What follows belongs to an exercise in optimizing a design on an open flow for small area, a short achievable clock period and few clock cycles; a production flow would make more cautious choices. Where RTL was checked, it was by simulation tests only, not by an equivalence proof against the original. Only the layout flow was run in runs 3 and 5 to 7; the RTL was not checked for function there. Power figures rest on the tool's default switching activity, not on a simulated workload.

==> design.v <==
`timescale 1ns / 1ps
module ALU (
    input  [31:0] a,
    input  [31:0] b,
    input         sub,
    input         op_and,
    input         op_or,
    output [31:0] y
);
wire [31:0] sum = a + (b ^ {32{sub}}) + {31'b0, sub};
assign y = op_and ? (a & b) : op_or ? (a | b) : sum;
endmodule
`timescale 1ns / 1ps
module RegFile (
    input         clk,
    input  [4:0]  ra1,
    input  [4:0]  ra2,
    output [31:0] rd1,
    output [31:0] rd2,
    input         we,
    input  [4:0]  wa,
    input  [31:0] wd
);
reg [31:0] regmemory [0:31];
assign rd1 = regmemory[ra1];
assign rd2 = regmemory[ra2];
always @(posedge clk)
    if (we) regmemory[wa] <= wd;
endmodule
`timescale 1ns / 1ps
module top_module(
    input clk,
    input reset,
    output [9:0] mem_addr,
    output [31:0] mem_wdata,
    output mem_we,
    input [31:0] mem_rdata
    );
reg  [9:0]  addr;       
reg  [9:0]  rpc;        
reg         mcyc;       
reg         we;         
reg  [31:0] wd;         
reg         m_lw;       
reg  [4:0]  m_dest;     
reg         x_wb;       
reg         x_lw, x_sw, x_beq;
reg         x_sub, x_and, x_or;
reg         x_fa, x_fb;  
reg  [4:0]  x_dest;
reg  [9:0]  x_imm;
reg  [9:0]  x_btgt;
reg  [31:0] A, B;
reg         w_v;
reg  [4:0]  w_dest;
reg  [31:0] WR;
assign mem_addr  = addr;
assign mem_we    = we;
assign mem_wdata = wd;
wire [31:0] ins  = mem_rdata;
wire [5:0]  op   = ins[31:26];
wire [4:0]  f_rs = ins[25:21];
wire [4:0]  f_rt = ins[20:16];
wire [4:0]  f_rd = ins[15:11];
wire [5:0]  fn   = ins[5:0];
wire f_r    = (op == 6'b000000);
wire f_addi = (op == 6'b001000);
wire f_lw   = (op == 6'b100011);
wire f_sw   = (op == 6'b101011);
wire f_beq  = (op == 6'b000100);
wire f_j    = (op == 6'b000010);
wire [31:0] opa = x_fa ? WR : A;
wire [31:0] opb = x_fb ? WR : B;
wire [31:0] alu;
ALU alu_u (.a(opa), .b(opb), .sub(x_sub), .op_and(x_and), .op_or(x_or), .y(alu));
wire        x_eq     = (opa == opb);
wire        redirect = x_beq & x_eq;
wire        x_mem    = x_lw | x_sw;
wire [9:0]  daddr    = opa[9:0] + x_imm;
wire [31:0] rf1, rf2;
RegFile regfile (.clk(clk), .ra1(f_rs), .ra2(f_rt), .rd1(rf1), .rd2(rf2),
                 .we(w_v), .wa(w_dest), .wd(WR));
wire        x_prod = x_wb | x_lw;           
wire        wbyp1  = w_v & (w_dest == f_rs);
wire        wbyp2  = w_v & (w_dest == f_rt);
wire [31:0] f_a    = wbyp1 ? WR : rf1;
wire [31:0] f_b    = f_addi ? {{16{ins[15]}}, ins[15:0]} : (wbyp2 ? WR : rf2);
wire [9:0]  addr_p1 = addr + 10'd1;
wire [9:0]  f_btgt  = addr_p1 + ins[9:0];
wire        f_bsame = f_beq & (f_rs == f_rt);    
wire [9:0]  f_next  = f_j ? ins[9:0] : f_bsame ? f_btgt : addr_p1;
always @(posedge clk) begin
    if (mcyc) begin
        w_dest <= m_dest;
        WR     <= mem_rdata;
    end else begin
        w_dest <= x_dest;
        WR     <= alu;
    end
end
always @(posedge clk) begin
    m_dest <= x_dest;
    m_lw   <= x_lw;
    if (reset) begin
        addr  <= 10'd0;
        mcyc  <= 1'b0;
        we    <= 1'b0;
        x_wb  <= 1'b0;
        x_lw  <= 1'b0;
        x_sw  <= 1'b0;
        x_beq <= 1'b0;
        w_v   <= 1'b0;
    end else if (mcyc) begin
        addr   <= rpc;
        mcyc   <= 1'b0;
        we     <= 1'b0;
        w_v    <= m_lw;
    end else begin
        if (redirect) begin
            addr <= x_btgt;
        end else if (x_mem) begin
            addr <= daddr;
            rpc  <= f_next;
        end else begin
            addr <= f_next;
        end
        mcyc   <= x_mem;
        we     <= x_sw;
        wd     <= opb;
        w_v    <= x_wb;
        x_wb   <= ~redirect & (f_r | f_addi);
        x_lw   <= ~redirect & f_lw;
        x_sw   <= ~redirect & f_sw;
        x_beq  <= ~redirect & f_beq & ~f_bsame;
        x_sub  <= f_r & (fn == 6'b100010);
        x_and  <= f_r & (fn == 6'b100100);
        x_or   <= f_r & (fn != 6'b100000) & (fn != 6'b100010) & (fn != 6'b100100);
        x_fa   <= x_prod & (x_dest == f_rs);
        x_fb   <= x_prod & (x_dest == f_rt) & ~f_addi;
        x_dest <= f_r ? f_rd : f_rt;
        x_imm  <= ins[9:0];
        x_btgt <= f_btgt;
        A <= f_a;
        B <= f_b;
    end
end
endmodule
==> flow/run.sh <==
#!/bin/bash
set -euo pipefail
bash standard.sh SETUP_SLACK_MARGIN=5.6 finish > make.log 2>&1
==> standard.sh <==
#!/bin/bash
# synth_recipe.tcl (not shown) runs the flow's synth.tcl, then flattens the netlist and writes it again
# the make line also repeats each setting of config.mk as NAME=value (left out here)
make -C /OpenROAD-flow-scripts/flow DESIGN_CONFIG=/design/flow/config.mk WORK_HOME=/design/flow/orfs CLKGATE_MAP_FILE= SYNTH_SCRIPT=/design/flow/synth_recipe.tcl "${@:-finish}"
==> config.mk <==
export PLATFORM = sky130hd
export DESIGN_NAME = top_module
export DESIGN_NICKNAME = top_module
export VERILOG_FILES = /design/flow/design.v
export SDC_FILE = /design/flow/constraint.sdc
export NUM_CORES = 4
export LEC_CHECK = 0
export ABC_CLOCK_PERIOD_IN_PS = 3000
export CAP_MARGIN = 20
export CORE_MARGIN = 2
export CORE_UTILIZATION = 40
export PLACE_DENSITY = 0.6
export SETUP_SLACK_MARGIN = 5
export SLEW_MARGIN = 20
==> constraint.sdc <==
create_clock -name core_clock -period 9.0 [get_ports {clk}]
set_input_delay 1.8000 -clock core_clock [delete_from_list [all_inputs] [get_ports {clk}]]
set_output_delay 1.8000 -clock core_clock [all_outputs]
set_load 0.01 [all_outputs]
==> flow_metrics.tcl, run 1 <==
set metrics [dict create \
    status "finished clean" \
    synthMuxAreaShare_pct 27.0 \
    dp_hpwl_um 102000 \
    antenna_found_initial 3 \
    slew_violations 0 \
    synth_simple_gate_area_share_pct 2.90 \
    clkSinkCount 1220 \
    fin_util_pct 47.5 \
    io_pins 77 \
    ys_seq_area_share_pct 60.6 \
    drive_gt1_share_pct 36.0 \
    synth_seq_cells 1220 \
    grt_pass1_wl_um 267000 \
    path_class "flop to flop" \
    clock_skew_ns 0.0349 \
    min_period_over_period_pct 40.4 \
    vias 35100 \
    ant_nets 0 \
    synthesis.nets 3434 \
    leakage_nw 23.0 \
    start_util_pct 40.3 \
    seqCellArea_um2 36100 \
    synth-xor-area-share_pct 1.59 \
    gp_congestion 0.853 \
    crit_fanout 6 \
    r2r_start "x_fb" \
    die-area_um2 152000 \
    grt_max_degree 72 \
    synth_edf_count 1160 \
    peakVddDrop_uv 163 \
    synth_area_leaders "edfxtp_1 59%, mux4_2 24%, ha_1 2.4%" \
    nFillCells 12100 \
    first_pass_iters 7 \
    root_buffer "clkbuf_16" \
    place_area_um2 62900 \
    drc_errors 0 \
    track_usage_pct 25.0 \
    io_buffers 76 \
    clock_latency_ns 0.77 \
    rsz0062_at_grt "yes" \
    synthMostInstantiatedCell "edfxtp_1" \
    worstPathArrival_ns 4.23 \
    cpMaxStageDelayCell "edfxtp_1" \
    synth.top_cells.by_count "1160 x edfxtp_1, 640 x mux4_2, 139 x clkbuf_1, 130 x nor2_1, 128 x a21oi_1" \
    syn_avg_cell_area_um2 18.1 \
    min-delay-start "x_lw" \
    syn_area_um2 59400 \
    syn2layout_area_growth_pct 18.0 \
    cts_tree "done" \
    clk_path_buf_depth 3 \
    fmax_ghz 0.275 \
    wl_um 194000 \
    wire_per_inst_um 35.3 \
    whs_ns 0.414 \
    synth_top_family_by_area "multiplexers" \
    drv_cap 0 \
    syn_inst 3284 \
    yosysWarnings 2 \
    diodes 0 \
    fin_nets 3618 \
    synth_cell_types 63 \
    clkTransAtPathRegs_ns 0.07 \
    synthArstFlopShare_pct 0 \
    rows 141 \
    die_h_um 389 \
    tns_ns 0 \
    cts.htree.levels 3 \
    multiInputGateArea_um2 23600 \
    synth_top_area_share_pct 58.6 \
    grt_overflow_total 0 \
    worst-path-buf-inv 5 \
    core_area_um2 148000 \
    vias_per_cell 6.39 \
    final-setup-viol-count 0 \
    timing.critical_path.mode_cell "buf_4" \
    synth_top_cell_by_area "edfxtp_1" \
    synthAdderAreaFrac_pct 2.48 \
    cpPeakStageDelay_ns 0.41 \
    relSlewSlack_pct 21.7 \
    numCtsBuffers 121 \
    hold_viol 0 \
    synth_compound_area_share_pct 3.39 \
    crit_chain "buf_6, buf_12, mux2i_4, xnor2_2, inv_1, fa_2, nor2b_4, o2111ai_4, a32oi_2, buf_4, a311o_1, o221ai_2, o21ai_4, buf_4, o21a_1, xnor2_1, o221ai_1" \
    fin_crit_ns 3.64 \
    grt_pass1_vias 34300 \
    worstMarginPinSlew_ns 1.17 \
    dieWidth_um 389 \
    power_per_cell_area_nw_per_um2 218 \
    crit_family "compound AO/OA/AOI/OAI gates" \
    crit_start "x_fb" \
    synthFlopType "edfxtp_1" \
    worst_hold_path_type "flop to flop" \
    drt_iter0_markers 4991 \
    final_cell_area_um2 70100 \
    required_ns 9.59 \
    critPathLaunchType "flop" \
    critPathCaptureType "flop" \
]
cell usage in the layout, fill, tap and decap left out, drive strengths merged, types with 16 or more instances in the layout:
cell type,instances
a21oi,129
buf,198
clkbuf,165
clkinv,55
dfxtp,60
dlygate4sd2,50
edfxtp,1160
ha,113
inv,100
mux2,32
mux2i,125
mux4,640
nand2,123
nand3,20
nor2,130
nor3,17
nor4,16
o21ai,120
xnor2,75
xor2,33
worst reg2reg max path: stages (launching register included):
cell and delay (ns):
edfxtp_1 0.41, buf_6 0.15, buf_12 0.14, mux2i_4 0.22
xnor2_2 0.18, inv_1 0.07, fa_2 0.38, nor2b_4 0.17
o2111ai_4 0.16, a32oi_2 0.22, buf_4 0.18, a311o_1 0.25
o221ai_2 0.15, o21ai_4 0.22, buf_4 0.16, o21a_1 0.14
xnor2_1 0.12, o221ai_1 0.13
flip-flops by register name (all words and copies together) (netlist names), 5 cells and up:
name / count
w_dest: 5
wd: 32
x_btgt: 10
WR: 32
regfile.regmemory: 1024
addr: 10
B: 32
x_imm: 10
x_dest: 5
A: 32
m_dest: 5
rpc: 10
routing by layer:
layer	global-route usage, %	part of all wire, %
met1	35.5	39
met2	39.2	47
met3	4.41	10
met4	8.50	3.2
met5	0	0
final timing paths:
check            to  slack, ns  cells after the start
max          WR[30]       5.36                     17
min reg2reg    m_lw       0.41                      0
min            m_lw       0.41                      0
max reg2reg  WR[30]       5.36                     17
final cells by class:
type | count | area share [%]
clock buffer | 147 | 4.49
clock inverter | 75 | 1.12
sequential | 1220 | 51.5
multi-input combinational | 1746 | 33.6
inverter | 96 | 0.537
timing repair buffer | 283 | 5.36
tap | 1930 | 3.44
what timing repair did:
item,CTS,global route
setup endpoints to repair,280,196
gates resized for setup,277,144
hold buffers,0,0
pin swaps,25,59
buffers inserted,35,45
gates cloned,27,19
power breakdown:
part	switching, mW	internal [mW]	total (mW)
sequential	0.415	6.91	7.32
clock	2.26	2.86	5.13
combinational	1.64	1.24	2.88
total	4.32	11.0	15.3
metrics by stage:
| step | power (mW) | instances | setup WS (ns) |
|---|---|---|---|
| 2_1_floorplan | 8.91 | 3284 | 4.72 |
| 3_3_place_gp | 9.77 | 5148 | 3.60 |
| 3_5_place_dp | 9.80 | 5149 | 3.54 |
| 4_1_cts | 15.1 | 5433 | 5.40 |
| 5_1_grt | 15.8 | 5497 | 5.26 |
| 6_report | 15.3 | 5497 | 5.36 |
cells by family after synthesis:
family / Yosys count
mux: 797
compound gates: 347
simple gates: 376
buf+inv: 320
xor+xnor: 108
fa+ha+maj: 116
flops: 1220
Testbench counts, summed over its fixed seeds: cycles 50,687.
==> run 2, diff against run 1 <==
--- a/design.v
+++ b/design.v
@@ -22,8 +22,20 @@
     input  [31:0] wd
 );
 reg [31:0] regmemory [0:31];
-assign rd1 = regmemory[ra1];
-assign rd2 = regmemory[ra2];
+wire [31:0] sel1 = 32'b1 << ra1;
+wire [31:0] sel2 = 32'b1 << ra2;
+reg  [31:0] r1, r2;
+integer i;
+always @(*) begin
+    r1 = 32'b0;
+    r2 = 32'b0;
+    for (i = 0; i < 32; i = i + 1) begin
+        r1 = r1 | ({32{sel1[i]}} & regmemory[i]);
+        r2 = r2 | ({32{sel2[i]}} & regmemory[i]);
+    end
+end
+assign rd1 = r1;
+assign rd2 = r2;
 always @(posedge clk)
     if (we) regmemory[wa] <= wd;
 endmodule
==> run 2 against run 1 <==
  * Still clean on timing, DRC and antenna
  * Synthesized cell count increased by 22%
  * Sequential share of layout area increased by 1.0 points
  * Register-to-register slack gained 0.09 ns
  * Power rose by 2.3%
  * Non-clock buffer count is 231 higher
  * Clock skew rose by 0.0067 ns
  * Hold slack worse by 0.0032 ns
  * Count of clock-buffer cells in the layout is 5 higher
  * Final cell count increased by 14%
  * Sequential power shrank 1%
  * Die area shrank 7.6%
  * Largest cell class unchanged
==> flow_metrics.tcl, run 2 <==
set metrics [dict create \
    nFillCells 11200 \
    slew_violations 0 \
    synth_area_leaders "edfxtp_1 63%, a22oi_1 8.2%, a221oi_1 3.4%" \
    clkTransAtPathRegs_ns 0.06 \
    tns_ns 0 \
    final_cell_mix "1160 x edfxtp_1, 545 x a22oi_1, 295 x buf_4" \
    syn_avg_cell_area_um2 13.7 \
    critPathLaunchType "input port" \
    seqCellArea_um2 36100 \
    grt_max_degree 108 \
    dp_hpwl_um 143000 \
    synthMostInstantiatedCell "edfxtp_1" \
    crit_fanout 2 \
    synth_edf_count 1160 \
    grt_overflow_total 0 \
    start_util_pct 40.4 \
    vias_per_cell 7.66 \
    syn_inst 3993 \
    cts_hold_buf 0 \
    crit_start "mem_rdata[0]" \
    ant_nets 0 \
    synthesis.nets 4143 \
    die-area_um2 140000 \
    grt_pass1_vias 43800 \
    largest_register_ff_count 1024 \
    cpPeakStageDelay_ns 0.36 \
    fin_util_pct 50.6 \
    layout_commonest_cell "edfxtp_1" \
    multiInputGateArea_um2 20500 \
    top_register "regfile.regmemory" \
    numCtsBuffers 131 \
    peakVddDrop_uv 206 \
    fin_nets 4518 \
    root_buffer "clkbuf_16" \
    track_usage_pct 37.8 \
    cpMaxStageDelayCell "fa_2" \
    wl_um 278000 \
    fin_crit_ns 3.57 \
    vias 47900 \
    clk_path_buf_depth 3 \
    core_area_um2 136000 \
    synth_seq_cells 1220 \
    worstPathArrival_ns 4.10 \
    path_class "input port to flop" \
    min_period_over_period_pct 39.6 \
    ys_seq_area_share_pct 65.7 \
    dieWidth_um 374 \
    r2r_start "x_fb" \
    syn_area_um2 54900 \
    synthFlopType "edfxtp_1" \
    clock_latency_ns 0.80 \
    wire_per_inst_um 44.5 \
    synthArstFlopShare_pct 0 \
    final-setup-viol-count 0 \
    finalPower_mw 15.7 \
    cts_tree "done" \
    drc_errors 0 \
    gp_congestion 0.975 \
    synth_top_cell_by_area "edfxtp_1" \
    drt_iter0_markers 11100 \
    leakage_nw 22.8 \
    grt_pass1_wl_um 365000 \
    power_per_cell_area_nw_per_um2 228 \
    final_cell_area_um2 68700 \
    worst_hold_path_type "flop to flop" \
    place_area_um2 59500 \
    relSlewSlack_pct 21.1 \
    min-delay-start "x_lw" \
    drv_cap 0 \
    yosysWarnings 2 \
    worst-path-buf-inv 3 \
    drive_gt1_share_pct 25.3 \
    rsz0062_at_grt "yes" \
    status "finished clean" \
    critPathCaptureType "flop" \
    synth.top_cells.by_count "1160 x edfxtp_1, 602 x a22oi_1, 223 x nor2_1, 211 x a221oi_1, 211 x a22o_1" \
    required_ns 9.54 \
    crit_family "compound AO/OA/AOI/OAI gates" \
    die_h_um 374 \
    io_buffers 76 \
    rows 135 \
    crit_chain "buf_12, ha_4, fa_2, a21o_1, a211o_1, a2111oi_4, nor3_2, xor2_1, mux2i_1, a21oi_2, buf_4, buf_6" \
    io_pins 77 \
    clkSinkCount 1220 \
    clock_skew_ns 0.0416 \
    synth_top_area_share_pct 63.5 \
    synth_cell_types 71 \
    syn2layout_area_growth_pct 25.3 \
    worstMarginPinSlew_ns 1.18 \
    antenna_found_initial 9 \
    first_pass_iters 14 \
    cts.htree.levels 4 \
    hold_viol 0 \
    fmax_ghz 0.280 \
]
## run 2: final timing paths
check | to | slack, ns | cells past startpoint
setup reg to reg | WR[29] | 5.45 | 14
hold reg to reg | m_lw | 0.41 | 0
hold / removal | m_lw | 0.41 | 0
setup / recovery | rpc[8] | 5.43 | 12
## run 2: area by class of cell
cell class / instances / area share (%)
repair buffers: 514 / 7.85
clock inverters: 76 / 1.17
inverters: 82 / 0.448
clock buffers: 152 / 5.04
flip-flops and latches: 1220 / 52.5
well taps: 1781 / 3.24
diodes: 7 / 0.0255
multi-input cells: 2419 / 29.7
## run 2: logic make-up (layout without fill, tap and decap cells)
group	count (synthesis)	after routing	share of synthesized area (%)
compound gates	1351	1351	18.7
xor+xnor	100	100	1.60
fa+ha+maj	116	116	2.69
buf+inv	357	824	2.60
flops	1220	1220	65.7
mux	96	96	1.79
other cells	0	7	0
simple gates	753	756	6.92
## run 2: stage by stage
step / instances / hold WS [ns] / setup WS, ns
final: 6251 / 0.411 / 5.43
after CTS: 6140 / 0.406 / 5.36
after global placement: 5740 / 0.394 / 3.07
after floorplan: 3993 / 0.373 / 4.66
after global routing: 6245 / 0.423 / 5.35
after detailed placement: 5741 / 0.399 / 3.02
## run 2: report_power, final
part / leakage (nW) / internal [mW] / switching [mW]
clock network: 2.07 / 3.14 / 2.38
registers: 11.1 / 6.98 / 0.269
logic: 9.66 / 1.03 / 1.88
total: 22.8 / 11.2 / 4.53
## run 2: per-layer routing
layer  track usage, %  wire (um)
met1             44.5      87900
met2             53.0     110000
met3             19.7      51000
met4             26.3      28400
met5            0.686        709
## run 2: timing repair
action,CTS,global route
endpoints found under the setup margin,282,95
pin swaps,93,123
buffers inserted,165,92
gates resized for setup,395,245
cloned,6,12
Testbench counts of run 2, summed over its fixed seeds: cycles 50,687.
==> run 3, diff against run 2 <==
--- a/design.v
+++ b/design.v
@@ -98,18 +98,7 @@
 wire [31:0] f_a    = wbyp1 ? WR : rf1;
 wire [31:0] f_b    = f_addi ? {{16{ins[15]}}, ins[15:0]} : (wbyp2 ? WR : rf2);
 wire [9:0]  addr_p1 = addr + 10'd1;
-wire [9:0]  f_btgt  = addr_p1 + ins[9:0];
-wire        f_bsame = f_beq & (f_rs == f_rt);    
-wire [9:0]  f_next  = f_j ? ins[9:0] : f_bsame ? f_btgt : addr_p1;
-always @(posedge clk) begin
-    if (mcyc) begin
-        w_dest <= m_dest;
-        WR     <= mem_rdata;
-    end else begin
-        w_dest <= x_dest;
-        WR     <= alu;
-    end
-end
+wire [9:0]  f_next  = f_j ? ins[9:0] : addr_p1;
 always @(posedge clk) begin
     m_dest <= x_dest;
     m_lw   <= x_lw;
@@ -127,6 +116,8 @@
         mcyc   <= 1'b0;
         we     <= 1'b0;
         w_v    <= m_lw;
+        w_dest <= m_dest;
+        WR     <= mem_rdata;
     end else begin
         if (redirect) begin
             addr <= x_btgt;
@@ -140,10 +131,12 @@
         we     <= x_sw;
         wd     <= opb;
         w_v    <= x_wb;
+        w_dest <= x_dest;
+        WR     <= alu;
         x_wb   <= ~redirect & (f_r | f_addi);
         x_lw   <= ~redirect & f_lw;
         x_sw   <= ~redirect & f_sw;
-        x_beq  <= ~redirect & f_beq & ~f_bsame;
+        x_beq  <= ~redirect & f_beq;
         x_sub  <= f_r & (fn == 6'b100010);
         x_and  <= f_r & (fn == 6'b100100);
         x_or   <= f_r & (fn != 6'b100000) & (fn != 6'b100010) & (fn != 6'b100100);
@@ -151,7 +144,7 @@
         x_fb   <= x_prod & (x_dest == f_rt) & ~f_addi;
         x_dest <= f_r ? f_rd : f_rt;
         x_imm  <= ins[9:0];
-        x_btgt <= f_btgt;
+        x_btgt <= addr_p1 + ins[9:0];
         A <= f_a;
         B <= f_b;
     end
==> run.sh (new file) <==
#!/bin/bash
# synth_recipe.tcl (not shown) runs the flow's synth.tcl, then flattens the netlist and writes it again
# the make line also repeats each setting of config.mk as NAME=value (left out here)
make -C /OpenROAD-flow-scripts/flow DESIGN_CONFIG=/design/flow/config.mk WORK_HOME=/design/flow/orfs CLKGATE_MAP_FILE= SYNTH_SCRIPT=/design/flow/synth_recipe.tcl finish
removed: flow/run.sh
removed: standard.sh
==> run 3 against run 2 <==
  * Power decreased by 11%
  * Clock power down 2%
  * Fmax shrank 14%
  * Critical path type unchanged
  * Count of clock-buffer cells in the layout up 4
  * Register-to-register slack got worse by 0.44 ns
  * First-iteration DRC count grew 13%
  * Highest routed layer unchanged
  * Largest cell class unchanged
  * Critical path depth is the same
  * Hold slack lost 0.014 ns
  * Sequential power is 9.0% lower
  * Combinational power fell by 36%
  * Final cell count shrank 2.4%
==> flow_metrics.tcl, run 3 <==
set metrics [dict create \
    final_cell_area_um2 65400 \
    grt_overflow_total 0 \
    worst_hold_path_type "flop to flop" \
    leakage_nw 21.6 \
    clock_skew_ns 0.0315 \
    grt_pass1_vias 43200 \
    multiInputGateArea_um2 18800 \
    core_area_um2 137000 \
    synth_top_cell_by_area "edfxtp_1" \
    final_cell_mix "1197 x edfxtp_1, 457 x a22oi_1, 246 x a22o_1" \
    rows 136 \
    rsz0062_at_grt "yes" \
    synth_edf_count 1197 \
    rrSetupSlack_ns 5.01 \
    synthFlopType "edfxtp_1" \
    io_buffers 76 \
    cts.htree.levels 4 \
    clock_latency_ns 0.80 \
    syn_inst 3977 \
    track_usage_pct 36.9 \
    ys_seq_area_share_pct 65.9 \
    path_class "input port to flop" \
    ant_nets 0 \
    wl_met2_um 104000 \
    fin_nets 4344 \
    place_area_um2 59300 \
    synth.top_cells.by_count "1197 x edfxtp_1, 457 x a22oi_1, 246 x a22o_1, 245 x a221oi_1, 229 x clkbuf_1" \
    worstMarginPinSlew_ns 1.16 \
    synth_cell_types 65 \
    clkSinkCount 1220 \
    synthMostInstantiatedCell "edfxtp_1" \
    seqCellArea_um2 36400 \
    layout_commonest_cell "edfxtp_1" \
    min_period_over_period_pct 46.2 \
    cts_hold_buf 0 \
    drt_iter0_markers 12400 \
    tns_ns 0 \
    die_h_um 376 \
    root_buffer "clkbuf_16" \
    worstPathArrival_ns 4.79 \
    grt_max_degree 65 \
    relSlewSlack_pct 22.3 \
    synth_seq_cells 1220 \
    worst-r2r-cell-count 13 \
    critPathLaunchType "input port" \
    synthArstFlopShare_pct 0 \
    fmax_ghz 0.240 \
    yosysWarnings 2 \
    synth_top_area_share_pct 65.1 \
    wire_per_inst_um 44.0 \
    finalPower_mw 13.9 \
    nFillCells 11700 \
    status "finished clean" \
    fin_crit_ns 4.16 \
    top_layer "met5" \
    wl_um 268000 \
    numCtsBuffers 132 \
    synth_area_leaders "edfxtp_1 65%, a22oi_1 6.2%, a22o_1 3.9%" \
    synthesis.nets 4127 \
    io_pins 77 \
    syn_avg_cell_area_um2 13.9 \
    peakVddDrop_uv 186 \
    drive_gt1_share_pct 16.4 \
    die-area_um2 141000 \
    largest_register_ff_count 1024 \
    whs_ns 0.397 \
    drv_cap 0 \
    critPathCaptureType "flop" \
    gp_congestion 1.00 \
    first_pass_iters 17 \
    dp_hpwl_um 149000 \
    syn2layout_area_growth_pct 18.3 \
    start_util_pct 40.2 \
    dieWidth_um 376 \
    worst_hold_path.num_cells 0 \
    hold_viol 0 \
    fin_util_pct 47.6 \
    required_ns 9.63 \
    top_register "regfile.regmemory" \
    final-setup-viol-count 0 \
    drc_errors 0 \
    clk_path_buf_depth 3 \
    met1_length_um 87100 \
    cts_tree "done" \
    vias_per_cell 7.67 \
    vias 46800 \
    grt_pass1_wl_um 357000 \
    antenna_found_initial 26 \
    power_per_cell_area_nw_per_um2 213 \
    wl_met3_um 51800 \
    crit_fanout 20 \
    syn_area_um2 55200 \
    slew_violations 0 \
    clkTransAtPathRegs_ns 0.06 \
]
[run 3: through the flow]
step | setup slack (ns) | std cells
after floorplan | 3.82 | 3977
after global placement | 2.88 | 5736
after detailed placement | 2.78 | 5740
after CTS | 4.97 | 6065
after global routing | 4.91 | 6089
final | 4.84 | 6098
[run 3: power breakdown]
part / switching [mW] / total [mW] / internal [mW]
clock: 2.34 / 5.43 / 3.09
combinational: 1.24 / 1.88 / 0.642
sequential: 0.0752 / 6.60 / 6.52
[run 3: layout make-up]
type                       count  share of cell area, %
clock inverter                78                   1.12
sequential                  1220                   55.7
tap                         1794                   3.43
antenna                       10                 0.0383
timing repair buffer         354                   5.11
clock buffer                 156                   5.32
inverter                      93                  0.546
multi-input combinational   2393                   28.7
[run 3: timing repair]
item / in CTS / in global routing
endpoints found under the setup margin: 167 / 86
gates cloned: 2 / 5
setup buffers: 89 / 14
pin swaps: 41 / 10
gates resized for setup: 131 / 65
[run 3: final timing paths]
check | start | endpoint
setup / recovery | mem_rdata[16] | B[12]
hold / removal | x_lw | m_lw
setup reg to reg | x_fa | WR[24]
hold reg to reg | x_lw | m_lw
[run 3: worst max-delay path, stage by stage]
cell      delay, ns
buf_6          0.30
buf_16         0.25
or3b_4         0.47
buf_4          0.17
nor2_4         0.39
buf_4          0.40
a221oi_1       0.14
nand4_1        0.15
nor3_2         0.09
nand2_1        0.20
o21ai_0        0.18
o21ai_0        0.19
[run 3: cells by family after synthesis]
kind of cell               Yosys count  share of synthesized area (%)
adders and majority gates          116                           2.67
DFF                               1220                           65.9
and+or+nand+nor                    698                           6.31
xor gates and xnor gates           100                           1.59
AOI/OAI and AO/OA                 1340                           18.5
buffers and inverters              365                           2.49
muxes                              138                           2.56
[run 3: routing by layer]
| metal | up-vias | track usage, % |
|---|---|---|
| met4 | 28 | 23.1 |
| met3 | 1847 | 21.5 |
| li1 | 16900 | - |
| met2 | 5681 | 50.4 |
| met1 | 22300 | 43.9 |
| met5 | - | 0.823 |
==> run 4, diff against run 3 <==
--- a/design.v
+++ b/design.v
@@ -96,10 +96,36 @@
 wire        wbyp1  = w_v & (w_dest == f_rs);
 wire        wbyp2  = w_v & (w_dest == f_rt);
 wire [31:0] f_a    = wbyp1 ? WR : rf1;
-wire [31:0] f_b    = f_addi ? {{16{ins[15]}}, ins[15:0]} : (wbyp2 ? WR : rf2);
+wire [31:0] f_bo   = f_addi ? {{16{ins[15]}}, ins[15:0]} : WR;
+wire [31:0] f_b    = (f_addi | wbyp2) ? f_bo : rf2;
 wire [9:0]  addr_p1 = addr + 10'd1;
-wire [9:0]  f_next  = f_j ? ins[9:0] : addr_p1;
+wire [9:0]  f_btgt  = addr_p1 + ins[9:0];
+wire        f_bsame = f_beq & (f_rs == f_rt);    
+reg         jf_v;
+reg  [9:0]  jf_src, jf_tgt;
+wire        jf_hit   = jf_v & (jf_src == addr);
+wire [9:0]  seq_next = jf_hit ? jf_tgt : addr_p1;
+wire [9:0]  f_next   = f_j ? ins[9:0] : f_bsame ? f_btgt : seq_next;
 always @(posedge clk) begin
+    if (reset) begin
+        jf_v <= 1'b0;
+    end else if (!mcyc && f_j) begin
+        jf_v   <= 1'b1;
+        jf_src <= addr - 10'd1;
+        jf_tgt <= ins[9:0];
+    end
+end
+always @(posedge clk) begin
+    if (mcyc) begin
+        w_dest <= m_dest;
+        WR     <= mem_rdata;
+    end else begin
+        w_dest <= x_dest;
+        WR     <= alu;
+    end
+end
+always @(posedge clk) begin
+    wd     <= opb;       
     m_dest <= x_dest;
     m_lw   <= x_lw;
     if (reset) begin
@@ -116,8 +142,6 @@
         mcyc   <= 1'b0;
         we     <= 1'b0;
         w_v    <= m_lw;
-        w_dest <= m_dest;
-        WR     <= mem_rdata;
     end else begin
         if (redirect) begin
             addr <= x_btgt;
@@ -129,14 +153,11 @@
         end
         mcyc   <= x_mem;
         we     <= x_sw;
-        wd     <= opb;
         w_v    <= x_wb;
-        w_dest <= x_dest;
-        WR     <= alu;
         x_wb   <= ~redirect & (f_r | f_addi);
         x_lw   <= ~redirect & f_lw;
         x_sw   <= ~redirect & f_sw;
-        x_beq  <= ~redirect & f_beq;
+        x_beq  <= ~redirect & f_beq & ~f_bsame;
         x_sub  <= f_r & (fn == 6'b100010);
         x_and  <= f_r & (fn == 6'b100100);
         x_or   <= f_r & (fn != 6'b100000) & (fn != 6'b100010) & (fn != 6'b100100);
@@ -144,7 +165,7 @@
         x_fb   <= x_prod & (x_dest == f_rt) & ~f_addi;
         x_dest <= f_r ? f_rd : f_rt;
         x_imm  <= ins[9:0];
-        x_btgt <= addr_p1 + ins[9:0];
+        x_btgt <= f_btgt;
         A <= f_a;
         B <= f_b;
     end
==> flow/run.sh (new file) <==
#!/bin/bash
set -euo pipefail
bash standard.sh SETUP_SLACK_MARGIN=5.6 finish > make.log 2>&1
==> standard.sh (new file) <==
#!/bin/bash
# synth_recipe.tcl (not shown) runs the flow's synth.tcl, then flattens the netlist and writes it again
# the make line also repeats each setting of config.mk as NAME=value (left out here)
make -C /OpenROAD-flow-scripts/flow DESIGN_CONFIG=/design/flow/config.mk WORK_HOME=/design/flow/orfs CLKGATE_MAP_FILE= SYNTH_SCRIPT=/design/flow/synth_recipe.tcl "${@:-finish}"
removed: run.sh
==> run 4 against run 3 <==
  * Sequential power rose by 12%
  * Critical path depth grew 2
  * Synthesized cell count rose by 1.2%
  * Die area increased by 0.33%
  * Highest routed layer unchanged
  * Still clean on timing, DRC and antenna
  * Largest cell class unchanged
  * Power is 11% higher
  * First-iteration DRC count shrank 7.7%
  * Clock power down 3%
  * Sequential share of layout area down 1.7 points
==> flow_metrics.tcl, run 4 <==
set metrics [dict create \
    worst_hold_path_type "flop to flop" \
    slew_violations 0 \
    peakVddDrop_uv 207 \
    yosysWarnings 2 \
    crit_family "compound AO/OA/AOI/OAI gates" \
    crit_start "WR[2]" \
    final_cell_area_um2 67400 \
    grt_pass1_wl_um 356000 \
    critPathLaunchType "flop" \
    syn_area_um2 55400 \
    cpPeakStageDelay_ns 0.41 \
    cts_tree "done" \
    leakage_nw 22.4 \
    track_usage_pct 36.6 \
    ys_seq_area_share_pct 65.6 \
    synth_edf_count 1148 \
    gp_congestion 0.972 \
    io_pins 77 \
    power_per_cell_area_nw_per_um2 230 \
    clk_path_buf_depth 3 \
    synthArstFlopShare_pct 0 \
    tns_ns 0 \
    core_area_um2 137000 \
    vias 46900 \
    clock_skew_ns 0.0293 \
    clock_latency_ns 0.79 \
    hold_viol 0 \
    place_area_um2 59700 \
    cpMaxStageDelayCell "buf_4" \
    synthMostInstantiatedCell "edfxtp_1" \
    final-setup-viol-count 0 \
    drt_iter0_markers 11500 \
    cts.htree.levels 4 \
    required_ns 9.66 \
    layoutNonFillerInstCount 6226 \
    synth_cell_types 69 \
    vias_per_cell 7.53 \
    place_ws_ns 3.26 \
    synth_top_cell_by_area "edfxtp_1" \
    first_pass_iters 14 \
    wire_per_inst_um 42.8 \
    cts_hold_buf 0 \
    drv_cap 0 \
    dieWidth_um 376 \
    syn2layout_area_growth_pct 21.6 \
    fin_crit_ns 3.51 \
    syn_inst 4025 \
    dp_hpwl_um 142000 \
    die_h_um 376 \
    syn_avg_cell_area_um2 13.8 \
    grt_pass1_vias 43500 \
    fin_util_pct 49.0 \
    drc_errors 0 \
    finalPower_mw 15.5 \
    synth_top_area_share_pct 62.2 \
    crit_fanout 36 \
    synth.top_cells.by_count "1148 x edfxtp_1, 532 x a22oi_1, 252 x a221oi_1, 249 x a22o_1, 215 x nor2_1" \
    whs_ns 0.456 \
    critPathCaptureType "flop" \
    antenna_found_initial 9 \
    min-delay-start "m_dest[4]" \
    dp.cells 5789 \
    timing.critical_path.mode_cell "buf_4" \
    root_buffer "clkbuf_16" \
    io_buffers 76 \
    worst-path-buf-inv 3 \
    die-area_um2 142000 \
    final_cell_mix "1148 x edfxtp_1, 527 x a22oi_1, 284 x buf_4" \
    relSlewSlack_pct 18.5 \
    status "finished clean" \
    clkSinkCount 1241 \
    setup_ws_ns 5.49 \
    synthesis.nets 4176 \
    path_class "flop to flop" \
    grt_max_degree 65 \
    clkTransAtPathRegs_ns 0.06 \
    largest_register_ff_count 1024 \
    crit_chain "buf_4, mux2i_1, inv_1, ha_1, a21oi_1, o21bai_4, a22oi_2, buf_4, nand2_4, a21bo_1, a221oi_2, mux2_4, nor3_4, nor2_1" \
    ant_nets 0 \
    drive_gt1_share_pct 21.9 \
    top_register "regfile.regmemory" \
    min_period_over_period_pct 39.0 \
    synth_area_leaders "edfxtp_1 62%, a22oi_1 7.2%, a221oi_1 4.0%" \
    grt_overflow_total 0 \
    rows 136 \
    numCtsBuffers 130 \
    worstPathArrival_ns 4.16 \
    start_util_pct 40.3 \
    wl_um 266000 \
    fin_nets 4490 \
    worstMarginPinSlew_ns 1.22 \
    rsz0062_at_grt "yes" \
    fmax_ghz 0.285 \
    synth_seq_cells 1241 \
    layout_commonest_cell "edfxtp_1" \
    synthFlopType "edfxtp_1" \
    r2r_start "WR[2]" \
]
[run 4: cell type report]
cell class                 count  area (um^2)
antenna                        3         7.51
clock buffer                 160         3440
clock inverter                62          574
fill                       11700        70100
inverter                      96          364
multi-input combinational   2415        20000
sequential                  1241        36400
tap                         1794         2240
timing repair buffer         455         4370
[run 4: worst paths after layout]
| kind | to | slack (ns) | cells after the start |
|---|---|---|---|
| setup reg to reg | WR[17] | 5.49 | 14 |
| setup / recovery | WR[17] | 5.49 | 14 |
| hold reg to reg | w_dest[4] | 0.46 | 1 |
| hold / removal | w_dest[4] | 0.46 | 1 |
[run 4: routing by layer]
layer	up-vias	part of all wire [%]	wire length [um]	global-route usage, %
li1	17200	-	-	-
met2	5347	40	106000	51.0
met5	-	0.13	355	1.03
met3	1719	18	48500	18.2
met1	22500	33	87700	44.6
met4	20	9.0	23900	23.7
[run 4: power by group]
| group | switching, mW | total [mW] | internal (mW) |
|---|---|---|---|
| registers | 0.285 | 7.36 | 7.07 |
| clock network | 2.31 | 5.24 | 2.93 |
| logic | 1.86 | 2.90 | 1.04 |
| total | 4.46 | 15.5 | 11.0 |
[run 4: logic make-up after synthesis]
group                      after synthesis  share of synthesized area, %
DFF                                   1241                          65.6
adders and majority gates              117                          2.68
xor gates and xnor gates               123                          1.94
and+or+nand+nor                        714                          6.51
buffers and inverters                  369                          2.71
AOI/OAI and AO/OA                     1349                          18.5
muxes                                  112                          2.09
[run 4: worst reg2reg max path, stage by stage, from the launching register on]
cell      delay, ns
dfxtp_1        0.32
buf_4          0.41
mux2i_1        0.21
inv_1          0.24
ha_1           0.34
a21oi_1        0.28
o21bai_4       0.09
a22oi_2        0.18
buf_4          0.15
nand2_4        0.07
a21bo_1        0.20
a221oi_2       0.34
mux2_4         0.35
nor3_4         0.16
nor2_1         0.06
[run 4: what timing repair did]
item / CTS / global route
pin swaps: 87 / 98
cloned: 8 / 1
setup endpoints to repair: 242 / 103
gates resized for setup: 369 / 191
endpoints found under the hold margin: 0 / 0
buffers inserted: 133 / 70
Testbench counts of run 4, summed over its fixed seeds: cycles 49,825.
==> run 5, diff against run 4 <==
--- a/design.v
+++ b/design.v
@@ -7,8 +7,40 @@
     input         op_or,
     output [31:0] y
 );
-wire [31:0] sum = a + (b ^ {32{sub}}) + {31'b0, sub};
-assign y = op_and ? (a & b) : op_or ? (a | b) : sum;
+wire [31:0] bb = b ^ {32{sub}};
+wire [31:0] s;
+KSAdd #(.W(32)) add_u (.a(a), .b(bb), .ci(sub), .s(s));
+wire op_sum = ~op_and & ~op_or;
+assign y = ({32{op_and}} & (a & b)) | ({32{op_or}} & (a | b)) | ({32{op_sum}} & s);
+endmodule
+module KSAdd #(parameter W = 32) (
+    input  [W-1:0] a,
+    input  [W-1:0] b,
+    input          ci,
+    output [W-1:0] s
+);
+localparam L = $clog2(W + 1);
+wire [W:0] g0 = {a & b, ci};
+wire [W:0] p0 = {a ^ b, 1'b0};
+wire [W:0] g [0:L];
+wire [W:0] p [0:L];
+assign g[0] = g0;
+assign p[0] = p0;
+genvar k, i;
+generate
+    for (k = 0; k < L; k = k + 1) begin : lvl
+        for (i = 0; i <= W; i = i + 1) begin : bit_
+            if (i >= (1 << k)) begin : comb
+                assign g[k+1][i] = g[k][i] | (p[k][i] & g[k][i - (1 << k)]);
+                assign p[k+1][i] = p[k][i] & p[k][i - (1 << k)];
+            end else begin : pass
+                assign g[k+1][i] = g[k][i];
+                assign p[k+1][i] = p[k][i];
+            end
+        end
+    end
+endgenerate
+assign s = p0[W:1] ^ g[L][W-1:0];
 endmodule
 `timescale 1ns / 1ps
 module RegFile (
@@ -22,20 +54,8 @@
     input  [31:0] wd
 );
 reg [31:0] regmemory [0:31];
-wire [31:0] sel1 = 32'b1 << ra1;
-wire [31:0] sel2 = 32'b1 << ra2;
-reg  [31:0] r1, r2;
-integer i;
-always @(*) begin
-    r1 = 32'b0;
-    r2 = 32'b0;
-    for (i = 0; i < 32; i = i + 1) begin
-        r1 = r1 | ({32{sel1[i]}} & regmemory[i]);
-        r2 = r2 | ({32{sel2[i]}} & regmemory[i]);
-    end
-end
-assign rd1 = r1;
-assign rd2 = r2;
+assign rd1 = regmemory[ra1];
+assign rd2 = regmemory[ra2];
 always @(posedge clk)
     if (we) regmemory[wa] <= wd;
 endmodule
@@ -96,25 +116,12 @@
 wire        wbyp1  = w_v & (w_dest == f_rs);
 wire        wbyp2  = w_v & (w_dest == f_rt);
 wire [31:0] f_a    = wbyp1 ? WR : rf1;
-wire [31:0] f_bo   = f_addi ? {{16{ins[15]}}, ins[15:0]} : WR;
-wire [31:0] f_b    = (f_addi | wbyp2) ? f_bo : rf2;
+wire [31:0] f_b    = f_addi ? {{16{ins[15]}}, ins[15:0]} : (wbyp2 ? WR : rf2);
 wire [9:0]  addr_p1 = addr + 10'd1;
-wire [9:0]  f_btgt  = addr_p1 + ins[9:0];
+wire [9:0]  f_btgt;
+KSAdd #(.W(10)) btgt_u (.a(addr), .b(ins[9:0]), .ci(1'b1), .s(f_btgt));
 wire        f_bsame = f_beq & (f_rs == f_rt);    
-reg         jf_v;
-reg  [9:0]  jf_src, jf_tgt;
-wire        jf_hit   = jf_v & (jf_src == addr);
-wire [9:0]  seq_next = jf_hit ? jf_tgt : addr_p1;
-wire [9:0]  f_next   = f_j ? ins[9:0] : f_bsame ? f_btgt : seq_next;
-always @(posedge clk) begin
-    if (reset) begin
-        jf_v <= 1'b0;
-    end else if (!mcyc && f_j) begin
-        jf_v   <= 1'b1;
-        jf_src <= addr - 10'd1;
-        jf_tgt <= ins[9:0];
-    end
-end
+wire [9:0]  f_next  = f_j ? ins[9:0] : f_bsame ? f_btgt : addr_p1;
 always @(posedge clk) begin
     if (mcyc) begin
         w_dest <= m_dest;
@@ -125,7 +132,6 @@
     end
 end
 always @(posedge clk) begin
-    wd     <= opb;       
     m_dest <= x_dest;
     m_lw   <= x_lw;
     if (reset) begin
@@ -153,6 +159,7 @@
         end
         mcyc   <= x_mem;
         we     <= x_sw;
+        wd     <= opb;
         w_v    <= x_wb;
         x_wb   <= ~redirect & (f_r | f_addi);
         x_lw   <= ~redirect & f_lw;
==> run 5 against run 4 <==
  * Via count shrank 23%
  * Sequential cell count fell by 21
  * Synthesized cell count down 15%
  * Count of clock-buffer cells in the layout rose by 2
  * Clock power is 2% higher
  * First-iteration DRC count shrank 60%
  * Core utilization shrank 1.8 points
  * Sequential power is 3% lower
  * Area after synthesis grew 8.5%
  * Non-clock buffer count shrank 183
  * Power rose by 1.2%
==> flow_metrics.tcl, run 5 <==
set metrics [dict create \
    vias 36200 \
    crit_start "x_fb" \
    worst-path-buf-inv 4 \
    top_register "regfile.regmemory" \
    min_period_over_period_pct 40.2 \
    diodes 0 \
    numCtsBuffers 131 \
    antenna_found_initial 3 \
    clk_path_buf_depth 3 \
    start_util_pct 40.2 \
    power.share.sequential_pct 45.7 \
    crit_fanout 5 \
    dp.cells 5360 \
    largest_register_ff_count 1024 \
    path_class "flop to flop" \
    synthFlopType "edfxtp_1" \
    fin_crit_ns 3.62 \
    path_depth 17 \
    grt_pass1_vias 35600 \
    rsz0062_at_grt "yes" \
    worstMarginPinSlew_ns 1.09 \
    core_area_um2 150000 \
    die_h_um 392 \
    io_pins 77 \
    relSlewSlack_pct 27.4 \
    crit_family "compound AO/OA/AOI/OAI gates" \
    r2r-end "WR[22]" \
    clkSinkCount 1220 \
    track_usage_pct 25.3 \
    final-setup-viol-count 0 \
    synth_seq_cells 1220 \
    rows 142 \
    yosysWarnings 4 \
    synthesis.nets 3555 \
    place_ws_ns 3.72 \
    crit_chain "buf_12, buf_12, mux2i_4, xnor2_2, ha_4, nand2_2, a311o_1, o21bai_2, a41oi_2, nor3_4, buf_6, a21oi_4, o41ai_4, buf_4, xnor2_2, nor2_1, o22a_1" \
    drive_gt1_share_pct 34.5 \
    cts_tree "done" \
    grt_max_degree 128 \
    rrSetupSlack_ns 5.38 \
    finalPower_mw 15.7 \
    drc_errors 0 \
    grt_pass1_wl_um 271000 \
    setup_ws_ns 5.38 \
    worstPathArrival_ns 4.27 \
    drt_iter0_markers 4598 \
    fmax_ghz 0.276 \
    drv_cap 0 \
    syn2layout_area_growth_pct 17.3 \
    synth_top_area_share_pct 57.9 \
    synth.top_cells.by_count "1160 x edfxtp_1, 640 x mux4_2, 192 x nand2_1, 151 x clkbuf_1, 141 x a21oi_1" \
    required_ns 9.65 \
    synthMostInstantiatedCell "edfxtp_1" \
    intPower_mw 11.3 \
    clkTransAtPathRegs_ns 0.06 \
    first_pass_iters 5 \
    synth_area_leaders "edfxtp_1 58%, mux4_2 24%, ha_1 2.4%" \
    cts.htree.levels 4 \
    worst-r2r-cell-count 17 \
    clock_latency_ns 0.79 \
    clkPwrFrac_pct 34.1 \
    final_cell_mix "1160 x edfxtp_1, 640 x mux4_2, 189 x nand2_1" \
    root_buffer "clkbuf_16" \
    dieWidth_um 392 \
    ant_nets 0 \
    tns_ns 0 \
    fin_nets 3724 \
    critPathCaptureType "flop" \
    wl_um 195000 \
    io_buffers 76 \
    synth_cell_types 83 \
    vias_per_cell 6.36 \
    wire_per_inst_um 34.2 \
    fin_util_pct 47.2 \
    hold_viol 0 \
    worstSetupEndpoint "WR[22]" \
    nFillCells 12600 \
    gp_congestion 0.825 \
    clock_skew_ns 0.0297 \
    peakVddDrop_uv 227 \
    synth_top_cell_by_area "edfxtp_1" \
    cpPeakStageDelay_ns 0.41 \
    combPwrFrac_pct 20.2 \
    layout_commonest_cell "edfxtp_1" \
    layoutNonFillerInstCount 5693 \
    power_switching_mw 4.42 \
    synthArstFlopShare_pct 0 \
    r2r_start "x_fb" \
    syn_avg_cell_area_um2 17.7 \
    cpMaxStageDelayCell "edfxtp_1" \
    switching_share_pct 28.1 \
    die-area_um2 153000 \
    synth_edf_count 1160 \
    syn_inst 3406 \
    ys_seq_area_share_pct 59.9 \
    grt_overflow_total 0 \
    syn_area_um2 60100 \
    power_per_cell_area_nw_per_um2 222 \
    worst_hold_path_type "flop to flop" \
    leakage_nw 23.2 \
    dp_hpwl_um 101000 \
    slew_violations 0 \
    critPathLaunchType "flop" \
    status "finished clean" \
]
run 5: cell types whose count changed in the layout (fill, tap and decap cells not counted), moves of 30 or more:
cell,previous run,this run
buf_6,55,16
o21ai_1,16,67
a22oi_1,527,1
a221oi_2,47,1
nor2_4,98,34
mux4_2,0,640
nand4_1,187,12
nor2_1,114,71
a22o_1,249,0
mux2i_1,43,73
a221oi_1,206,4
buf_4,284,125
nand2_1,84,189
run 5: worst min path at each step:
stage / from / endpoint / cells after the start
6_report: x_lw / m_lw / 0
5_1_grt: x_lw / m_lw / 0
4_1_cts: x_lw / m_lw / 0
3_5_place_dp: x_lw / m_lw / 0
3_3_place_gp: x_lw / m_lw / 0
2_1_floorplan: x_lw / m_lw / 0
run 5: cells by family after synthesis:
group	after synthesis	synth area share [%]
DFF	1220	59.9
muxes	772	26.2
and+or+nand+nor	447	3.43
AOI/OAI and AO/OA	385	3.87
buffers and inverters	331	2.12
xor gates and xnor gates	136	2.01
adders and majority gates	115	2.41
run 5: repair_timing:
action,4_1_cts,5_1_grt
hold buffers,0,0
gates cloned,25,10
resized for setup,245,72
buffers inserted,37,26
pin swaps,29,28
setup endpoints to repair,169,124
run 5: routing by layer:
| metal | vias up | track usage [%] | wire, um |
|---|---|---|---|
| li1 | 14400 | - | - |
| met5 | - | 0 | 0 |
| met4 | 0 | 8.06 | 6210 |
| met2 | 2097 | 39.9 | 91800 |
| met3 | 332 | 5.09 | 20300 |
| met1 | 19400 | 35.3 | 76600 |
run 5: through the flow:
step / hold slack, ns / cell area (um^2)
final: 0.415 / 70600
after detailed placement: 0.400 / 63800
after CTS: 0.407 / 69800
after floorplan: 0.371 / 61300
after global placement: 0.397 / 63800
after global routing: 0.429 / 70600
run 5: cell type report:
type | instances | area (um^2) | area share, %
Clock buffer | 162 | 3530 | 5.00
Clock inverter | 73 | 656 | 0.929
Inverter | 93 | 364 | 0.516
Multi-Input combinational cell | 1857 | 24000 | 34.1
Sequential cell | 1220 | 36100 | 51.1
Tap cell | 2016 | 2520 | 3.58
Timing Repair Buffer | 272 | 3400 | 4.82
run 5: power by group through the flow:
stage          logic, mW  registers, mW  clock network, mW
6_report            3.16           7.17               5.35
5_1_grt             3.40           7.20               5.63
4_1_cts             3.00           7.17               5.42
3_5_place_dp        2.70           7.28                  0
3_3_place_gp        2.67           7.28                  0
2_1_floorplan       1.55           7.49                  0
==> run 6, diff against run 5 <==
--- a/design.v
+++ b/design.v
@@ -132,6 +132,7 @@
     end
 end
 always @(posedge clk) begin
+    wd     <= opb;       
     m_dest <= x_dest;
     m_lw   <= x_lw;
     if (reset) begin
@@ -159,7 +160,6 @@
         end
         mcyc   <= x_mem;
         we     <= x_sw;
-        wd     <= opb;
         w_v    <= x_wb;
         x_wb   <= ~redirect & (f_r | f_addi);
         x_lw   <= ~redirect & f_lw;
--- a/config.mk
+++ b/config.mk
@@ -9,6 +9,8 @@
 export CAP_MARGIN = 20
 export CORE_MARGIN = 2
 export CORE_UTILIZATION = 40
+export CTS_CLUSTER_DIAMETER = 60
+export CTS_CLUSTER_SIZE = 30
 export PLACE_DENSITY = 0.6
 export SETUP_SLACK_MARGIN = 5
 export SLEW_MARGIN = 20
==> run 6 against run 5 <==
  * Sequential share of layout area rose by 0.20 points
  * Combinational power about the same
  * Power decreased by 2.9%
  * Cell area fell by 1.2%
  * Core utilization decreased by 0.14 points
  * Still clean on timing, DRC and antenna
  * Register-to-register slack worse by 0.05 ns
==> flow_metrics.tcl, run 6 <==
set metrics [dict create \
    die_h_um 391 \
    seqCellArea_um2 35800 \
    grt_overflow_total 0 \
    drc_errors 0 \
    crit_fanout 5 \
    clkSinkCount 1220 \
    syn_inst 3412 \
    min_period_over_period_pct 40.8 \
    drt_iter0_markers 4887 \
    crit_chain "buf_12, buf_12, mux2i_4, xnor2_2, ha_4, a21o_1, a21oi_2, o21ai_2, o31a_1, a31oi_4, a2bb2oi_4, buf_12, o211ai_2, a21oi_4, o21ai_2, and3_1, or3_1" \
    leakage_nw 23.0 \
    place_area_um2 63300 \
    ant_nets 0 \
    io_buffers 76 \
    final-setup-viol-count 0 \
    grt.busiest_layer "met2" \
    dieWidth_um 391 \
    tns_ns 0 \
    gp_congestion 0.830 \
    layout_commonest_cell "edfxtp_1" \
    cpPeakStageDelay_ns 0.42 \
    drive_gt1_share_pct 35.1 \
    vias 35900 \
    peakVddDrop_uv 154 \
    cts_tree "done" \
    ys_seq_area_share_pct 59.7 \
    slew_violations 0 \
    status "finished clean" \
    relSlewSlack_pct 25.9 \
    numCtsBuffers 98 \
    wire_per_inst_um 34.7 \
    start_util_pct 40.4 \
    final_cell_area_um2 69700 \
    fin_nets 3707 \
    cts.htree.levels 3 \
    core_area_um2 148000 \
    track_usage_pct 24.9 \
    clock_skew_ns 0.0368 \
    hold_viol 0 \
    finalPower_mw 15.2 \
    cpMaxStageDelayCell "edfxtp_1" \
    fin_crit_ns 3.67 \
    syn_avg_cell_area_um2 17.5 \
    grt_max_degree 72 \
    top_register "regfile.regmemory" \
    synth_cell_types 76 \
    power_per_cell_area_nw_per_um2 219 \
    worstMarginPinSlew_ns 1.11 \
    r2r_start "x_fb" \
    synthMostInstantiatedCell "edfxtp_1" \
    syn_area_um2 59800 \
    synth_top_cell_by_area "edfxtp_1" \
    rsz0062_at_grt "yes" \
    grt_pass1_wl_um 267000 \
    met3_usage_pct 5.56 \
    nFillCells 12300 \
    synth.top_cells.by_count "1128 x edfxtp_1, 640 x mux4_2, 205 x nand2_1, 158 x clkbuf_1, 137 x a21oi_1" \
    largest_register_ff_count 1024 \
    syn2layout_area_growth_pct 16.5 \
    wl_um 194000 \
    worstPathArrival_ns 4.29 \
    synth_area_leaders "edfxtp_1 57%, mux4_2 24%, dfxtp_1 3.1%" \
    fmax_ghz 0.272 \
    synthFlopType "edfxtp_1" \
    min-delay-start "x_lw" \
    diodes 0 \
    multiInputGateArea_um2 24000 \
    yosysWarnings 4 \
    antenna_found_initial 5 \
    use_met1_pct 35.0 \
    synth_edf_count 1128 \
    place_ws_ns 3.82 \
    rows 141 \
    first_pass_iters 5 \
    critPathLaunchType "flop" \
    crit_start "x_fb" \
    synth_seq_cells 1220 \
    critPathCaptureType "flop" \
    synth_top_area_share_pct 56.6 \
    grt_pass1_vias 34900 \
    io_pins 77 \
    die-area_um2 153000 \
    final_cell_mix "1128 x edfxtp_1, 640 x mux4_2, 203 x nand2_1" \
    root_buffer "clkbuf_16" \
    clk_path_buf_depth 3 \
    required_ns 9.62 \
    clock_latency_ns 0.76 \
    worst_hold_path_type "flop to flop" \
    synthArstFlopShare_pct 0 \
    dp_hpwl_um 97800 \
    grtUsageMet2_pct 39.0 \
    clkTransAtPathRegs_ns 0.08 \
    timing.critical_path.mode_cell "buf_12" \
    synthesis.nets 3561 \
    vias_per_cell 6.44 \
    setup_ws_ns 5.33 \
    path_class "flop to flop" \
    drv_cap 0 \
]
run 6: path summary, 6_finish.rpt:
| kind | cells past startpoint | to | slack (ns) |
|---|---|---|---|
| worst max-delay path | 17 | WR[28] | 5.33 |
| worst min register to register | 0 | m_lw | 0.42 |
| worst max register to register | 17 | WR[28] | 5.33 |
| worst min-delay path | 0 | m_lw | 0.42 |
run 6: per-stage QoR:
stage	std cells	hold slack, ns	util (%)
6_report	5574	0.419	47.0
3_3_place_gp	5269	0.387	42.7
2_1_floorplan	3412	0.371	-
3_5_place_dp	5269	0.403	42.7
5_1_grt	5574	0.426	47.0
4_1_cts	5521	0.415	46.4
run 6: timing repair:
action,CTS,global route
pin swaps,45,50
hold buffers,0,0
resized for setup,245,98
gates cloned,27,12
setup endpoints to repair,238,221
buffers inserted,39,41
run 6: worst max-delay path: cells and delay by family (launching register included):
kind	cells	cell delay [ns]
AO/OA/AOI/OAI	9	1.56
XOR/XNOR	1	0.20
adder cells (fa/ha/maj)	1	0.24
buffers and inverters	3	0.44
flip-flops	1	0.42
multiplexers	1	0.19
AND/OR/NAND/NOR	2	0.49
run 6: power by group:
group          internal (mW)  total [mW]  switching, mW
clock network           2.35        4.82           2.47
registers               6.97        7.22          0.251
logic                   1.27        3.19           1.92
total                   10.6        15.2           4.63
run 6: kinds of logic after synthesis:
| family | synth area share (%) |
|---|---|
| fa+ha+maj | 2.42 |
| buf+inv | 2.16 |
| mux | 26.4 |
| simple gates | 3.33 |
| compound gates | 4.01 |
| xor+xnor | 1.95 |
| flops | 59.7 |
run 6: routing by layer:
metal  part of all wire [%]  up-vias
li1                       -    14300
met3                     11      284
met4                    3.1        0
met2                     46     2069
met1                     40    19200
met5                      0        -
run 6: cell type report:
type	instances	area share, %
Multi-Input combinational cell	1860	34.4
Clock inverter	81	1.59
Sequential cell	1220	51.3
Inverter	93	0.528
Tap cell	1930	3.47
Clock buffer	105	3.59
Timing Repair Buffer	285	5.09
==> run 7, diff against run 6 <==
==> flow/run.sh (replaced) <==
#!/bin/bash
set -euo pipefail
bash standard.sh SETUP_SLACK_MARGIN=5.9 finish > make.log 2>&1
--- a/config.mk
+++ b/config.mk
@@ -9,8 +9,6 @@
 export CAP_MARGIN = 20
 export CORE_MARGIN = 2
 export CORE_UTILIZATION = 40
-export CTS_CLUSTER_DIAMETER = 60
-export CTS_CLUSTER_SIZE = 30
 export PLACE_DENSITY = 0.6
 export SETUP_SLACK_MARGIN = 5
 export SLEW_MARGIN = 20
==> run 7 against run 6 <==
  * Still clean
  * Global-route usage up 1.5 points
  * Power up 5.5%
  * Clock skew down 0.0083 ns
  * Wire length up 5.6%
  * Synthesized cell count unchanged
  * Non-clock buffer count up 129
  * Hold slack worse by 0.016 ns
  * Via count up 2.9%
  * Count of clock-buffer cells in the layout up 62
  * Sequential power about the same
  * Critical path type unchanged
==> flow_metrics.tcl, run 7 <==
set metrics [dict create \
    fin_crit_ns 3.54 \
    grt_overflow_total 0 \
    io_pins 77 \
    worstMarginPinSlew_ns 1.06 \
    ys_seq_area_share_pct 59.7 \
    first_pass_iters 7 \
    gp_congestion 0.836 \
    start_util_pct 40.4 \
    syn_avg_cell_area_um2 17.5 \
    syn_inst 3412 \
    synth_area_leaders "edfxtp_1 57%, mux4_2 24%, dfxtp_1 3.1%" \
    synth_top_area_share_pct 56.6 \
    clkSinkCount 1220 \
    layout_commonest_cell "edfxtp_1" \
    slew_violations 0 \
    top_register "regfile.regmemory" \
    yosysWarnings 4 \
    clock_latency_ns 0.78 \
    root_buffer "clkbuf_16" \
    wire_per_inst_um 35.6 \
    dp_hpwl_um 103000 \
    rows 141 \
    critPathLaunchType "flop" \
    hold_viol 0 \
    vias_per_cell 6.42 \
    wl_um 204000 \
    fin_nets 3864 \
    die_h_um 391 \
    grt_pass1_wl_um 280000 \
    synth_seq_cells 1220 \
    synth_top_cell_by_area "edfxtp_1" \
    leakage_nw 24.5 \
    crit_fanout 6 \
    fmax_ghz 0.282 \
    dieWidth_um 391 \
    synth_edf_count 1128 \
    largest_register_ff_count 1024 \
    final_cell_mix "1128 x edfxtp_1, 640 x mux4_2, 168 x nand2_1" \
    grt_max_degree 61 \
    place_area_um2 63500 \
    drc_errors 0 \
    rrSetupSlack_ns 5.46 \
    multiInputGateArea_um2 24500 \
    synthArstFlopShare_pct 0 \
    drt_iter0_markers 5392 \
    core_area_um2 148000 \
    drive_gt1_share_pct 40.9 \
    power_per_cell_area_nw_per_um2 220 \
    cts.htree.levels 4 \
    critPathCaptureType "flop" \
    syn_area_um2 59800 \
    synth.top_cells.by_count "1128 x edfxtp_1, 640 x mux4_2, 205 x nand2_1, 158 x clkbuf_1, 137 x a21oi_1" \
    synth_cell_types 76 \
    rsz0062_at_grt "yes" \
    numCtsBuffers 131 \
    worst_hold_path_type "flop to flop" \
    clkTransAtPathRegs_ns 0.06 \
    io_buffers 76 \
    relSlewSlack_pct 29.0 \
    nFillCells 12000 \
    die-area_um2 153000 \
    drv_cap 0 \
    cts_hold_buf 0 \
    tns_ns 0 \
    clk_path_buf_depth 3 \
    antenna_found_initial 4 \
    final-setup-viol-count 0 \
    status "finished clean" \
    required_ns 9.66 \
    synthesis.nets 3561 \
    syn2layout_area_growth_pct 22.2 \
    grt_pass1_vias 36100 \
    ant_nets 0 \
    path_class "flop to flop" \
    final_cell_area_um2 73100 \
    track_usage_pct 26.5 \
    seqCellArea_um2 35800 \
    cts_tree "done" \
    peakVddDrop_uv 207 \
    min_period_over_period_pct 39.3 \
    synthMostInstantiatedCell "edfxtp_1" \
    clock_skew_ns 0.0285 \
    worstPathArrival_ns 4.20 \
    synthFlopType "edfxtp_1" \
    vias 36900 \
]
==> run 7: cell counts after synthesis <==
Identical to the previous run, type by type.
==> run 7: per-stage QoR <==
stage	hold WS [ns]	instances	setup WS, ns	power [mW]	utilization [%]
floorplan	0.371	3412	4.67	9.15	-
global placement	0.388	5275	3.77	10.1	42.8
detailed placement	0.391	5275	3.77	10.1	42.8
CTS	0.401	5691	5.38	15.9	48.4
global route	0.425	5750	5.33	16.6	49.3
finish	0.403	5750	5.46	16.1	49.3
==> run 7: cells by family (layout without fill, tap and decap cells) <==
family | after synthesis | in the layout | share of synthesized area [%]
flops | 1220 | 1220 | 59.7
mux | 776 | 776 | 26.4
simple gates | 437 | 438 | 3.33
compound gates | 393 | 393 | 4.01
buf+inv | 338 | 744 | 2.16
xor+xnor | 133 | 133 | 1.95
fa+ha+maj | 115 | 115 | 2.42
other cells | 0 | 1 | 0
==> run 7: per-layer routing <==
| metal | GRT usage [%] | routed length [um] | vias to the layer above |
|---|---|---|---|
| li1 | - | - | 14700 |
| met1 | 37.3 | 80000 | 19600 |
| met2 | 40.5 | 94000 | 2346 |
| met3 | 7.24 | 25000 | 346 |
| met4 | 7.24 | 5570 | 2 |
| met5 | 0 | 8 | - |
==> run 7: critical path: stages, from the launching register on <==
cell and delay (ns):
edfxtp_1 0.46, buf_12 0.19, mux2i_4 0.21, xnor2_2 0.22, ha_4 0.24, a21o_1 0.18
a21oi_2 0.13, o21ai_2 0.08, o31a_1 0.31, a31oi_4 0.24, a2bb2oi_4 0.28, buf_6 0.18
o21bai_4 0.07, a211oi_2 0.20, xnor2_1 0.10, a211o_1 0.26, o21a_1 0.10
==> run 7: path summary, 6_finish.rpt <==
kind	startpoint	endpoint	cells after the start
worst max register to register	x_fb	WR[18]	16
worst min-delay path	x_lw	m_lw	0
worst max-delay path	x_fb	WR[18]	16
worst min register to register	x_lw	m_lw	0
==> run 7: where the power goes <==
part	switching, mW	leakage, nW	internal (mW)	total, mW
clock network	2.31	2.06	3.12	5.43
registers	0.268	11.0	6.98	7.25
logic	1.99	11.4	1.39	3.38
==> run 7: cell type report <==
type                            instances  share of cell area, %
Antenna cell                            1                0.00342
Clock buffer                          167                   4.80
Clock inverter                         70                   1.01
Inverter                               93                  0.500
Multi-Input combinational cell       1855                   33.5
Sequential cell                      1220                   49.0
Tap cell                             1930                   3.30
Timing Repair Buffer                  414                   7.92
==> run 7: timing repair <==
action | CTS | global route
setup endpoints to repair | 461 | 378
setup buffers | 118 | 41
pin swaps | 82 | 79
cloned | 61 | 17
resized for setup | 574 | 146

-- separate check: timing with driven ports --
The results above use ideal ports. As a check the final layouts listed here were re-extracted and re-timed, cells and wires unchanged. Step 1 assumes that a clkbuf_16 drives the clock port and a buf_2 every other input. Step 2 also shifts input and output timing later by t, the mid clock arrival at the registers, as if the neighbouring blocks saw the same clock. Three values: no drivers, after step 1, after step 2; two values: the first two.
run	t (ns)	slack for setup (ns)	worst setup path after step 2	worst register clock-pin slew, ns	pins driven straight from the clock port
run 1	0.833	5.361 / 5.318 / 4.486	input to register	0.07 / 0.07	1
run 2	0.862	5.435 / 5.391 / 4.529	input to register	0.07 / 0.07	1
run 3	0.865	4.840 / 4.754 / 3.889	input to register	0.07 / 0.07	1
run 4	0.857	5.493 / 5.493 / 4.648	input to register	0.07 / 0.07	1
run 5	0.865	5.380 / 5.380 / 4.539	input to register	0.06 / 0.06	1
run 6	0.828	5.330 / 5.330 / 4.589	input to register	0.10 / 0.10	1
run 7	0.859	5.460 / 5.352 / 4.493	input to register	0.07 / 0.07	1
After both steps setup and hold are still met in every run listed. The setup slack of run 7, which loses most, moves by -0.108 ns with the drivers and by -0.967 ns with both steps.
